Background: an optimization exercise with open tools, aiming at small area. Do not read the settings as production practice. Only simulation tests tie the RTL to the original design; equivalence was not proved. No driver is modelled on the clock port, so clock power and skew are understated where the tree is cut down; a real chip needs a root buffer or a tree. Power figures rest on the tool's default switching activity, not on a simulated workload.

==> inputs of run a <==
Design top, start of the top module:
module top (
    input  clk,
    input  rst,
    input  sw1,
    input  sw2,
    input  sw3,
    input  sensor,
    output [6:0] salidaSieteSeg,
    output [4:0] Leds,
    output [3:0] SalidaMotor
  );
==> module top, before the edit <==
module top (
    input  clk,
    input  rst,
    input  sw1,
    input  sw2,
    input  sw3,
    input  sensor,
    output [6:0] salidaSieteSeg,
    output [4:0] Leds,
    output [3:0] SalidaMotor
  );
reg [1:0] m4;
reg [2:0] m7;
reg [3:0] m13;
reg [7:0] m251;
reg s5;
wire e7   = m7[1] & m7[0];
wire e13  = ~m13[3] & ~m13[1] & ~m13[0];
wire e251 = ~m251[7] & ~m251[6] & ~m251[4] & m251[3] & ~m251[2] & ~m251[1] & m251[0];
wire tick200 = e7 & ~m4[0];
wire tick50  = e13 & ~m4[1] & m4[0];
wire tick5   = e251 & ~s5;
always @(posedge clk) begin
  if (rst) begin
    m4 <= 2'd0; m7 <= 3'd6; m13 <= 4'd1; m251 <= 8'd18; s5 <= 1'b0;
  end else begin
    m4   <= {m4[1] ^ m4[0], ~m4[0]};
    m7   <= {m7[1:0], ~(m7[2] ^ m7[0])};
    m13  <= {m13[2:0], ~(m13[3] ^ (~m13[0] & m13[1]))};
    m251 <= {m251[6:0], m251[7] ^ m251[2] ^ (~m251[0] & ~m251[3])};
    if (e251) s5 <= ~s5;
  end
end
wire p1 = ~sw1, p2 = ~sw2, p3 = ~sw3;
reg [2:0] pc;          
reg setTime, op;
reg [5:0] setSeg, setMin;
wire [5:0] selSet = op ? setMin : setSeg;
reg  [5:0] adjSet;
always @(*) begin
  if (p1) adjSet = (selSet == 6'd59) ? 6'd0 : selSet + 1'b1;
  else    adjSet = (selSet == 6'd0) ? 6'd59 : selSet - 1'b1;
end
wire adj = setTime & (p1 | p2);
always @(posedge clk) begin
  if (rst) begin
    pc <= 0; setTime <= 0; op <= 0; setSeg <= 6'd30; setMin <= 0;
  end else if (tick5) begin
    pc <= p3 ? {pc[1:0], ~pc[2]} : 3'b000;
    if (pc[2] & ~pc[1]) setTime <= ~setTime;
    if (p3) op <= ~op;
    if (adj & ~op) setSeg <= adjSet;
    if (adj & op)  setMin <= adjSet;
  end
end
reg [1:0] st;
reg [9:0] cnt;
reg [5:0] cSeg, cMin;
reg [1:0] ph;           
wire zero = (cSeg == 0) & (cMin == 0);
wire sec  = cnt[5] & cnt[0];                                             
wire full = cnt[9] & cnt[7] & cnt[6] & cnt[4] & ~cnt[3] & ~cnt[2] & cnt[0];  
wire [9:0] cntInc = {cnt[8:0], cnt[9] ^ cnt[0]};
localparam [9:0] CLR = 10'd34, INIT = 10'd814;    
always @(posedge clk) begin
  if (rst) begin
    st <= 2'b01; cnt <= INIT; cSeg <= 0; cMin <= 0; ph <= 0;
  end else if (tick50) begin
    if (st == 2'b11) ph <= {ph[0], ~ph[1]};
    if (st == 2'b10) begin
      if (~setTime) st <= 2'b00;
      cSeg <= setSeg; cMin <= setMin;
    end else if (st[0]) begin
      if (sensor) st <= 2'b01;
      else if (full) begin
        cnt <= CLR; cSeg <= setSeg; cMin <= setMin; st <= 2'b00;
      end else begin
        st <= 2'b11; cnt <= cntInc;
      end
    end else begin
      if (setTime) begin st <= 2'b10; cnt <= CLR; end
      else if (zero) begin st <= 2'b01; cnt <= CLR; end
      else if (sec) begin
        cnt <= CLR;
        if (cSeg == 0) begin cSeg <= 6'd59; cMin <= cMin - 1'b1; end
        else cSeg <= cSeg - 1'b1;
      end else cnt <= cntInc;
    end
  end
end
wire run = st[1] & st[0];
assign SalidaMotor[0] = run & ~ph[1] & ~ph[0];
assign SalidaMotor[1] = run & ~ph[1] &  ph[0];
assign SalidaMotor[2] = run &  ph[1] &  ph[0];
assign SalidaMotor[3] = run &  ph[1] & ~ph[0];
reg [1:0] sc; reg started;
reg [5:0] P;       
reg [3:0] dig;     
wire [5:0] vSeg = setTime ? setSeg : cSeg;
wire [5:0] vMin = setTime ? setMin : cMin;
wire [2:0] tens = (P >= 50) ? 3'd5 : (P >= 40) ? 3'd4 : (P >= 30) ? 3'd3 :
                  (P >= 20) ? 3'd2 : (P >= 10) ? 3'd1 : 3'd0;
wire [5:0] unit6 = P - tens * 4'd10;
always @(posedge clk) begin
  if (rst) begin
    sc <= 0; started <= 0; P <= 0; dig <= 0;
  end else if (tick200) begin
    sc <= {sc[0], ~sc[1]};
    started <= 1;
    if (sc[1] ^ sc[0]) P <= sc[1] ? vSeg : vMin;
    dig <= sc[0] ? {1'b0, tens} : unit6[3:0];
  end
end
wire L1 = ~sc[1] & sc[0];
wire L2 = sc[1] & sc[0];
wire L3 = sc[1] & ~sc[0];
wire L4 = ~sc[1] & ~sc[0] & started;
wire bS = setTime & ~op & ~s5;
wire bM = setTime & op & ~s5;
assign Leds[0] = L1 & ~bS;
assign Leds[1] = L2 & ~bS;
assign Leds[2] = L3 & ~bM;
assign Leds[3] = L4 & ~bM;
assign Leds[4] = ~L4;
wire A = dig[3], B = dig[2], C = dig[1], D = dig[0];
assign salidaSieteSeg[6] = ~(A | (~B & ~D) | (B & D) | C);
assign salidaSieteSeg[5] = ~(~B | (~C & ~D) | (C & D));
assign salidaSieteSeg[4] = ~(B | ~C | D);
assign salidaSieteSeg[3] = ~(A | (~B & ~D) | (~B & C) | (B & ~C & D) | (C & ~D));
assign salidaSieteSeg[2] = ~((~B & ~D) | (C & ~D));
assign salidaSieteSeg[1] = ~(A | (B & ~C) | (B & ~D) | (~C & ~D));
assign salidaSieteSeg[0] = ~(A | (~B & C) | (B & ~C) | (C & ~D));
endmodule
==> flow/config.mk <==
export PLATFORM = sky130hd
export DESIGN_NAME = top
export DESIGN_NICKNAME = top
export VERILOG_FILES = /design/flow/design.v
export SDC_FILE = /design/flow/constraint.sdc
export NUM_CORES = 4
export LEC_CHECK = 0
export CAP_MARGIN = 20
export CORE_MARGIN = 2
export CORE_UTILIZATION = 40
export SLEW_MARGIN = 20
==> flow/constraint.sdc <==
create_clock -name core_clock -period 10.0 [get_ports {clk}]
set_input_delay 2.0000 -clock core_clock [delete_from_list [all_inputs] [get_ports {clk}]]
set_output_delay 2.0000 -clock core_clock [all_outputs]
set_load 0.01 [all_outputs]
run.sh (not shown) runs the stock make flow with config.mk's settings and CLKGATE_MAP_FILE= SYNTH_SCRIPT=/design/flow/synth_recipe.tcl, a recipe that flattens the netlist after the stock synthesis.
==> run b: changes against run a <==
--- a/flow/design.v
+++ b/flow/design.v
@@ -36,10 +36,11 @@
 reg setTime, op;
 reg [5:0] setSeg, setMin;
-wire [5:0] selSet = op ? setMin : setSeg;
-reg  [5:0] adjSet;
-always @(*) begin
-  if (p1) adjSet = (selSet == 6'd59) ? 6'd0 : selSet + 1'b1;
-  else    adjSet = (selSet == 6'd0) ? 6'd59 : selSet - 1'b1;
-end
+reg [5:0] cSeg, cMin;   
+wire segZ = (cSeg == 0);
+wire selMin = setTime ? op : segZ;
+wire [5:0] adjIn = selMin ? cMin : cSeg;
+wire up = setTime & p1;
+wire [5:0] adjSet = up ? ((adjIn == 6'd59) ? 6'd0 : adjIn + 1'b1)
+                       : ((adjIn == 6'd0) ? 6'd59 : adjIn - 1'b1);
 wire adj = setTime & (p1 | p2);
 always @(posedge clk) begin
@@ -56,7 +57,6 @@
 reg [1:0] st;
 reg [9:0] cnt;
-reg [5:0] cSeg, cMin;
 reg [1:0] ph;           
-wire zero = (cSeg == 0) & (cMin == 0);
+wire zero = segZ & (cMin == 0);
 wire sec  = cnt[5] & cnt[0];                                             
 wire full = cnt[9] & cnt[7] & cnt[6] & cnt[4] & ~cnt[3] & ~cnt[2] & cnt[0];  
@@ -64,15 +64,22 @@
 localparam [9:0] CLR = 10'd34, INIT = 10'd814;    
 always @(posedge clk) begin
+  if (setTime | (tick50 & (st != 2'b00))) begin
+    cSeg <= setSeg; cMin <= setMin;
+  end else if (tick50 & ~zero & sec) begin
+    if (segZ) begin cSeg <= 6'd59; cMin <= adjSet; end
+    else cSeg <= adjSet;
+  end
+end
+always @(posedge clk) begin
   if (rst) begin
-    st <= 2'b01; cnt <= INIT; cSeg <= 0; cMin <= 0; ph <= 0;
+    st <= 2'b01; cnt <= INIT; ph <= 0;
   end else if (tick50) begin
     if (st == 2'b11) ph <= {ph[0], ~ph[1]};
     if (st == 2'b10) begin
       if (~setTime) st <= 2'b00;
-      cSeg <= setSeg; cMin <= setMin;
     end else if (st[0]) begin
       if (sensor) st <= 2'b01;
       else if (full) begin
-        cnt <= CLR; cSeg <= setSeg; cMin <= setMin; st <= 2'b00;
+        cnt <= CLR; st <= 2'b00;
       end else begin
         st <= 2'b11; cnt <= cntInc;
@@ -81,9 +88,6 @@
       if (setTime) begin st <= 2'b10; cnt <= CLR; end
       else if (zero) begin st <= 2'b01; cnt <= CLR; end
-      else if (sec) begin
-        cnt <= CLR;
-        if (cSeg == 0) begin cSeg <= 6'd59; cMin <= cMin - 1'b1; end
-        else cSeg <= cSeg - 1'b1;
-      end else cnt <= cntInc;
+      else if (sec) cnt <= CLR;
+      else cnt <= cntInc;
     end
   end
@@ -97,6 +101,4 @@
 reg [5:0] P;       
 reg [3:0] dig;     
-wire [5:0] vSeg = setTime ? setSeg : cSeg;
-wire [5:0] vMin = setTime ? setMin : cMin;
 wire [2:0] tens = (P >= 50) ? 3'd5 : (P >= 40) ? 3'd4 : (P >= 30) ? 3'd3 :
                   (P >= 20) ? 3'd2 : (P >= 10) ? 3'd1 : 3'd0;
@@ -108,5 +110,5 @@
     sc <= {sc[0], ~sc[1]};
     started <= 1;
-    if (sc[1] ^ sc[0]) P <= sc[1] ? vSeg : vMin;
+    if (sc[1] ^ sc[0]) P <= (st[0] & ~setTime) ? 6'd0 : sc[1] ? cSeg : cMin;
     dig <= sc[0] ? {1'b0, tens} : unit6[3:0];
   end
==> flow/flow/run.sh (new file) <==
#!/bin/bash
# Own layout flow: the standard ORFS flow (standard.sh) with these changes:
#  - synthesis maps logic with an area-oriented ABC script (flow/abc_area.script);
#    registers are mapped by the unchanged standard steps;
#  - input/output ports get the smallest buffer cell;
#  - the clock is distributed by four buffers fed by the clock port (flow/cts.tcl)
#    instead of a TritonCTS tree.
# Each step's full log is in orfs/logs/; make's output is in synth.log and layout.log.
set -euo pipefail
W=$PWD
mkdir -p scripts_own
for f in "$FLOW_HOME"/scripts/*; do ln -sf "$f" scripts_own/; done
rm -f scripts_own/abc_area.script scripts_own/cts.tcl
cp flow/abc_area.script scripts_own/abc_area.script
cp flow/cts.tcl scripts_own/cts.tcl
export SCRIPTS_DIR=$W/scripts_own
export BUFFER_PORTS_ARGS="-buffer_cell sky130_fd_sc_hd__buf_1"
export CLOCK_BUFFER_CELL=sky130_fd_sc_hd__buf_8
[ -f flow/knobs.sh ] && source flow/knobs.sh
bash standard.sh synth > synth.log 2>&1
bash standard.sh > layout.log 2>&1
==> flow/flow/abc_area.script (new file) <==
strash
&get -n
&deepsyn -T 30
&put
dch -f
amap -m
==> flow/flow/cts.tcl (new file) <==
# Clock distribution for this small design, in place of the TritonCTS tree:
# the registers are split into four balanced groups by position (halves by x,
# then halves by y) and each group gets one clock buffer at its centre, driven
# straight from the clock port (four loads on the port). The rest of the step
# follows ORFS's cts.tcl (placement legalisation, timing repair, outputs).
utl::set_metrics_stage "cts__{}"
source $::env(SCRIPTS_DIR)/load.tcl
erase_non_stage_variables cts
load_design 3_place.odb 3_place.sdc

set block [ord::get_db_block]
set dbu [$block getDbUnitsPerMicron]
set sinks {}
foreach pin [get_pins -of_objects [get_nets clk]] {
  set bb [[[sta::sta_to_db_pin $pin] getInst] getBBox]
  lappend sinks [list $pin \
    [expr { ([$bb xMin] + [$bb xMax]) / 2.0 / $dbu }] \
    [expr { ([$bb yMin] + [$bb yMax]) / 2.0 / $dbu }]]
}
set byx [lsort -real -index 1 $sinks]
set h [expr { [llength $byx] / 2 }]
set groups {}
foreach half [list [lrange $byx 0 [expr { $h - 1 }]] [lrange $byx $h end]] {
  set byy [lsort -real -index 2 $half]
  set q [expr { [llength $byy] / 2 }]
  lappend groups [lrange $byy 0 [expr { $q - 1 }]] [lrange $byy $q end]
}
set k 0
foreach g $groups {
  set sx 0.0
  set sy 0.0
  set pins {}
  foreach s $g {
    lappend pins [lindex $s 0]
    set sx [expr { $sx + [lindex $s 1] }]
    set sy [expr { $sy + [lindex $s 2] }]
  }
  set n [llength $g]
  set loc [list [expr { $sx / $n }] [expr { $sy / $n }]]
  puts "clock group $k: $n registers, buffer at $loc"
  log_cmd insert_buffer -buffer_cell $::env(CLOCK_BUFFER_CELL) -net clk -load_pins $pins \
    -location $loc -buffer_name clkbuf_$k -net_name clknet_$k
  incr k
}
foreach it [[$block findNet clk] getITerms] {
  [[[$it getInst] findITerm X] getNet] setSigType CLOCK
}

set_propagated_clock [all_clocks]
set_dont_use $::env(DONT_USE_CELLS)
estimate_parasitics -placement

set_placement_padding -global \
  -left $::env(CELL_PAD_IN_SITES_DETAIL_PLACEMENT) \
  -right $::env(CELL_PAD_IN_SITES_DETAIL_PLACEMENT)
detailed_placement
estimate_parasitics -placement

repair_timing_helper
detailed_placement
check_placement -verbose

report_metrics 4 "cts final"
orfs_write_db $::env(RESULTS_DIR)/4_1_cts.odb
orfs_write_sdc $::env(RESULTS_DIR)/4_cts.sdc
==> flow/standard.sh (new file) <==
#!/bin/bash
# synth_recipe.tcl (not shown) runs the flow's synth.tcl, then flattens the netlist and writes it again
# the make line also repeats each setting of config.mk as NAME=value (left out here)
make -C /OpenROAD-flow-scripts/flow DESIGN_CONFIG=/design/flow/config.mk WORK_HOME=/design/flow/orfs CLKGATE_MAP_FILE= SYNTH_SCRIPT=/design/flow/synth_recipe.tcl "${@:-finish}"
Settings changed: ABC_AREA set to 1, CORE_UTILIZATION 40 to 65.
removed: flow/run.sh
==> run c: changes against run a <==
--- a/flow/design.v
+++ b/flow/design.v
@@ -64,15 +64,24 @@
 localparam [9:0] CLR = 10'd34, INIT = 10'd814;    
 always @(posedge clk) begin
+  if (tick50) begin
+    if (st != 2'b00) begin
+      cSeg <= setSeg; cMin <= setMin;
+    end else if (~setTime & ~zero & sec) begin
+      if (cSeg == 0) begin cSeg <= 6'd59; cMin <= cMin - 1'b1; end
+      else cSeg <= cSeg - 1'b1;
+    end
+  end
+end
+always @(posedge clk) begin
   if (rst) begin
-    st <= 2'b01; cnt <= INIT; cSeg <= 0; cMin <= 0; ph <= 0;
+    st <= 2'b01; cnt <= INIT; ph <= 0;
   end else if (tick50) begin
     if (st == 2'b11) ph <= {ph[0], ~ph[1]};
     if (st == 2'b10) begin
       if (~setTime) st <= 2'b00;
-      cSeg <= setSeg; cMin <= setMin;
     end else if (st[0]) begin
       if (sensor) st <= 2'b01;
       else if (full) begin
-        cnt <= CLR; cSeg <= setSeg; cMin <= setMin; st <= 2'b00;
+        cnt <= CLR; st <= 2'b00;
       end else begin
         st <= 2'b11; cnt <= cntInc;
@@ -81,9 +90,6 @@
       if (setTime) begin st <= 2'b10; cnt <= CLR; end
       else if (zero) begin st <= 2'b01; cnt <= CLR; end
-      else if (sec) begin
-        cnt <= CLR;
-        if (cSeg == 0) begin cSeg <= 6'd59; cMin <= cMin - 1'b1; end
-        else cSeg <= cSeg - 1'b1;
-      end else cnt <= cntInc;
+      else if (sec) cnt <= CLR;
+      else cnt <= cntInc;
     end
   end
@@ -108,5 +114,5 @@
     sc <= {sc[0], ~sc[1]};
     started <= 1;
-    if (sc[1] ^ sc[0]) P <= sc[1] ? vSeg : vMin;
+    if (sc[1] ^ sc[0]) P <= (st[0] & ~setTime) ? 6'd0 : sc[1] ? vSeg : vMin;
     dig <= sc[0] ? {1'b0, tens} : unit6[3:0];
   end
==> flow/flow/run.sh (new file) <==
#!/bin/bash
# Own layout flow: the standard ORFS flow (standard.sh) with these changes:
#  - synthesis maps logic with an area-oriented ABC script (flow/abc_area.script);
#    registers are mapped by the unchanged standard steps;
#  - input/output ports get the smallest buffer cell;
#  - the clock is distributed by four buffers fed by the clock port (flow/cts.tcl)
#    instead of a TritonCTS tree.
# Each step's full log is in orfs/logs/; make's output is in synth.log and layout.log.
set -euo pipefail
W=$PWD
mkdir -p scripts_own
for f in "$FLOW_HOME"/scripts/*; do ln -sf "$f" scripts_own/; done
rm -f scripts_own/abc_area.script scripts_own/cts.tcl
cp flow/abc_area.script scripts_own/abc_area.script
cp flow/cts.tcl scripts_own/cts.tcl
export SCRIPTS_DIR=$W/scripts_own
export BUFFER_PORTS_ARGS="-buffer_cell sky130_fd_sc_hd__buf_1"
export CLOCK_BUFFER_CELL=sky130_fd_sc_hd__buf_12
[ -f flow/knobs.sh ] && source flow/knobs.sh
bash standard.sh synth > synth.log 2>&1
bash standard.sh > layout.log 2>&1
==> flow/flow/abc_area.script (new file) <==
strash
&get -n
&deepsyn -T 30
&put
dch -f
amap -m
==> flow/flow/cts.tcl (new file) <==
# Clock distribution for this small design, in place of the TritonCTS tree:
# the registers are split into four balanced groups by position (halves by x,
# then halves by y) and each group gets one clock buffer at its centre, driven
# straight from the clock port (four loads on the port). The rest of the step
# follows ORFS's cts.tcl (placement legalisation, timing repair, outputs).
utl::set_metrics_stage "cts__{}"
source $::env(SCRIPTS_DIR)/load.tcl
erase_non_stage_variables cts
load_design 3_place.odb 3_place.sdc

set block [ord::get_db_block]
set dbu [$block getDbUnitsPerMicron]
set sinks {}
foreach pin [get_pins -of_objects [get_nets clk]] {
  set bb [[[sta::sta_to_db_pin $pin] getInst] getBBox]
  lappend sinks [list $pin \
    [expr { ([$bb xMin] + [$bb xMax]) / 2.0 / $dbu }] \
    [expr { ([$bb yMin] + [$bb yMax]) / 2.0 / $dbu }]]
}
set byx [lsort -real -index 1 $sinks]
set h [expr { [llength $byx] / 2 }]
set groups {}
foreach half [list [lrange $byx 0 [expr { $h - 1 }]] [lrange $byx $h end]] {
  set byy [lsort -real -index 2 $half]
  set q [expr { [llength $byy] / 2 }]
  lappend groups [lrange $byy 0 [expr { $q - 1 }]] [lrange $byy $q end]
}
set k 0
foreach g $groups {
  set sx 0.0
  set sy 0.0
  set pins {}
  foreach s $g {
    lappend pins [lindex $s 0]
    set sx [expr { $sx + [lindex $s 1] }]
    set sy [expr { $sy + [lindex $s 2] }]
  }
  set n [llength $g]
  set loc [list [expr { $sx / $n }] [expr { $sy / $n }]]
  puts "clock group $k: $n registers, buffer at $loc"
  log_cmd insert_buffer -buffer_cell $::env(CLOCK_BUFFER_CELL) -net clk -load_pins $pins \
    -location $loc -buffer_name clkbuf_$k -net_name clknet_$k
  incr k
}
foreach it [[$block findNet clk] getITerms] {
  [[[$it getInst] findITerm X] getNet] setSigType CLOCK
}

set_propagated_clock [all_clocks]
set_dont_use $::env(DONT_USE_CELLS)
estimate_parasitics -placement

set_placement_padding -global \
  -left $::env(CELL_PAD_IN_SITES_DETAIL_PLACEMENT) \
  -right $::env(CELL_PAD_IN_SITES_DETAIL_PLACEMENT)
detailed_placement
estimate_parasitics -placement

repair_timing_helper
detailed_placement
check_placement -verbose

report_metrics 4 "cts final"
orfs_write_db $::env(RESULTS_DIR)/4_1_cts.odb
orfs_write_sdc $::env(RESULTS_DIR)/4_cts.sdc
==> flow/flow/knobs.sh (new file) <==
export CLOCK_BUFFER_CELL=sky130_fd_sc_hd__buf_8
==> flow/standard.sh (new file) <==
#!/bin/bash
# synth_recipe.tcl (not shown) runs the flow's synth.tcl, then flattens the netlist and writes it again
# the make line also repeats each setting of config.mk as NAME=value (left out here)
make -C /OpenROAD-flow-scripts/flow DESIGN_CONFIG=/design/flow/config.mk WORK_HOME=/design/flow/orfs CLKGATE_MAP_FILE= SYNTH_SCRIPT=/design/flow/synth_recipe.tcl "${@:-finish}"
Settings changed: ABC_AREA set to 1.
removed: flow/run.sh
==> notes <==
- Of run b and run c, run c has the higher worst setup slack (gap 0.21 ns).
- Critical path depth: run a < run c < run b.
- In run b the maximum frequency is higher than in run a, by 6.1%.
- Clock power: run c is larger than run b (about 7%).
- The lowest wire length belongs to run b, the highest to run a.
- Total power: run a > run c > run b.
- The lowest register-to-register slack belongs to run b, the highest to run a.
- In non-clock buffer count, run c and run a do not differ.
- Clock skew, highest first: run c, run b, run a.
- Between run b and run c, the lower hold slack is in run c (gap 0.0036 ns).
In run b and run c the design's own scripts or RTL, not TritonCTS, make the clock network.

==> what the ideal ports hide <==
No port has a modelled driver above. Below, the same layouts with a new extraction and two added sets of constraints. Step 1 (the two cells are an assumption about what drives the block):
set clk [get_ports {clk}]
set_driving_cell -lib_cell sky130_fd_sc_hd__clkbuf_16 $clk
set_driving_cell -lib_cell sky130_fd_sc_hd__buf_2 [delete_from_list [all_inputs] $clk]
Step 2, shift: input delay + t, output delay - t, t = (earliest + latest rising clock arrival at the registers) / 2. This alone moves slack from input paths to output paths. Three values: ideal ports, drivers, drivers and shift; two values: the first two.
| run | t (ns) | setup slack, ns | worst setup path at the end | latest minus earliest clock arrival (ns) | slew at the worst register clock pin (ns) |
|---|---|---|---|---|---|
| run a | 0.393 | 5.730 / 5.695 / 5.907 | input to register | 0.006 / 0.006 | 0.08 / 0.08 |
| run b | 0.195 | 5.974 / 5.974 / 5.955 | input to register | 0.009 / 0.008 | 0.10 / 0.10 |
| run c | 0.202 | 6.186 / 6.196 / 6.036 | input to register | 0.014 / 0.014 | 0.11 / 0.11 |
After both steps setup and hold are still met in every run listed. For run c, which loses most, drivers alone change the setup slack by +0.010 ns; drivers and shift together by -0.150 ns.
